Background: an optimization exercise with open tools, aiming at small area. Do not read the settings as production practice. Function was checked by simulation only, so behaviour that the tests miss may differ from the original. Power figures rest on the tool's default switching activity, not on a simulated workload.

// L1_L2_Cache_System
module L1_L2_Cache_System (
  input clk, reset,
  input cpu_req, cpu_write,
  input [31:0] cpu_addr,
  input [31:0] cpu_write_data,
  output reg [31:0] cpu_read_data,
  output reg L1_hit, L1_miss,
  output reg L2_hit, L2_miss,
  output reg [31:0] L1_hit_count,
  output reg [31:0] L1_miss_count,
  output reg [31:0] L2_hit_count,
  output reg [31:0] L2_miss_count,
  output reg mem_req_to_main,
  output reg mem_write_to_main,
  output reg [31:0] mem_addr_to_main,
  output reg [31:0] mem_write_data_to_main,
  input [31:0] mem_read_data_from_main
);
For scale: about 8,600 cells after synthesis, about 4,600 flip-flops, about 0.16 sq mm of cells after synthesis.
export LEC_CHECK = 0
export CAP_MARGIN = 20
export CORE_MARGIN = 2
export CORE_UTILIZATION = 62
export CTS_BUF_LIST = sky130_fd_sc_hd__clkbuf_16
export CTS_CLUSTER_DIAMETER = 90
export CTS_CLUSTER_SIZE = 26
export PLACE_DENSITY = 0.72
export SLEW_MARGIN = 20
create_clock -name core_clock -period 12.0 [get_ports {clk}]
standard.sh (not shown) runs the stock make flow with config.mk's settings and CLKGATE_MAP_FILE= SYNTH_SCRIPT=/design/flow/synth_recipe.tcl, a recipe that flattens the netlist after the stock synthesis.
==> flow/flow/run.sh <==
#!/bin/bash
# Own layout flow: the standard flow (standard.sh, all steps) with two changes:
#  - Yosys's ABC technology mapping uses an area-oriented script (flow/abc_area.script, delay
#    relaxed) in place of ORFS's abc_speed.script; the rest of synthesis, and so every register's
#    name and cell type, is unchanged.
#  - the port buffers inserted by buffer_ports are sky130_fd_sc_hd__buf_1.
# Each tool's output is in ORFS's own logs (orfs/logs/...); make's output is in flow_make.log.
set -euo pipefail
W=$PWD
rm -rf "$W/scripts_own"
cp -r "$FLOW_HOME/scripts" "$W/scripts_own"
cp "$W/flow/abc_area.script" "$W/scripts_own/abc_speed.script"
export SCRIPTS_DIR="$W/scripts_own"
export BUFFER_PORTS_ARGS="-buffer_cell sky130_fd_sc_hd__buf_1"
bash "$W/standard.sh" > "$W/flow_make.log" 2>&1
==> flow/flow/abc_area.script <==
&get -n
&st
&deepsyn -T 120
&dch -f
&nf -a -R 1000 -F 10 -A 10
&put
topo
The baseline finished with timing, DRC and antenna clean.
Then changed:
CORE_UTILIZATION = 66   (was 62)
CTS_CLUSTER_DIAMETER = 80   (was 90)
CTS_CLUSTER_SIZE = 22   (was 26)
PLACE_DENSITY = 0.76   (was 0.72)
After rerunning:
- The changed run ran to the end with violations: antenna violations
- final cell count decreases by about 1.2%
- power climbs by about 2.2%
- cell area is about the same
- area after synthesis is unchanged
- hold slack stays flat
- setup slack gains 0.47 ns

Setup of pine:
Another version of the RTL of L1_L2_Cache_System (not shown whole).
Size in the first run: about 8600 cells after synthesis, ~4600 flip-flops, roughly 330 I/O pins, about 160000 sq um of cells after synthesis.
Settings: LEC_CHECK=0, CAP_MARGIN=20, CORE_MARGIN=2, CORE_UTILIZATION=62, CTS_BUF_LIST=sky130_fd_sc_hd__clkbuf_16, CTS_CLUSTER_DIAMETER=100, CTS_CLUSTER_SIZE=30, PLACE_DENSITY=0.72, SLEW_MARGIN=20; clock period 12.0 ns.
Scripts as last shown in full above: flow/flow/run.sh, flow/flow/abc_area.script
No stage failed in pine, and the final checks on the layout all came back clean.
The inputs of oak differ from those of pine as listed below.
==> flow/flow/abc_area.script <==
&get -n
&st
&dch -f
&nf -a -R 1000
&st
&dch -f
&nf -a -R 1000
&st
&dch -f
&nf -a -R 1000
&put
topo
[summary]
Re post-CTS setup repair buffer count: no difference whatsoever between pine and oak.
pine and oak ended up with nearly the same total routing resource utilization after global routing.
Both conditions hold for oak: the flow ran to the end and the final layout passed the timing, design-rule and antenna checks.
oak vs pine, count of multi-input gates went up by 84.
Compared with pine, oak shows worst ir drop on vdd higher by 22%.
pine -> oak: synthesized instance count increased slightly
Side by side, growth of design area from synthesis to finish turned out lower in oak than in pine.
Peak clock frequency supported by timing came out higher on oak than on pine.

[re-timing with driven ports]
The flow's constraints put no driver on any port. The routed layouts listed below were extracted and timed again, unchanged, in two steps.
Step 1 sets driving cells, clkbuf_16 on the clock port and buf_2 on the other inputs (assumed; they add their load-dependent delay and slew).
Step 2, shift: input delay + t, output delay - t, t = (earliest + latest rising clock arrival at the registers) / 2. This alone moves slack from input paths to output paths.
a / b / c = ideal / step 1 / step 2; a / b = the first two.
| run | t, ns | slack for setup (ns) | clock arrival spread, ns | worst slew at a driven data input, ns |
|---|---|---|---|---|
| the first run of note 1 | 1.032 | 0.418 / 0.492 / -0.541 | 0.075 / 0.075 | 0.24 |
| the second run of note 1 | 1.053 | 0.889 / 0.951 / -0.102 | 0.091 / 0.090 | 0.16 |
| pine | 1.050 | 1.087 / 1.138 / 0.088 | 0.099 / 0.099 | 0.20 |
| oak | 1.004 | 2.687 / 2.654 / 1.650 | 0.047 / 0.047 | 0.23 |
The setup slack of oak, which loses most, moves by -0.033 ns with the drivers and by -1.037 ns with both steps.
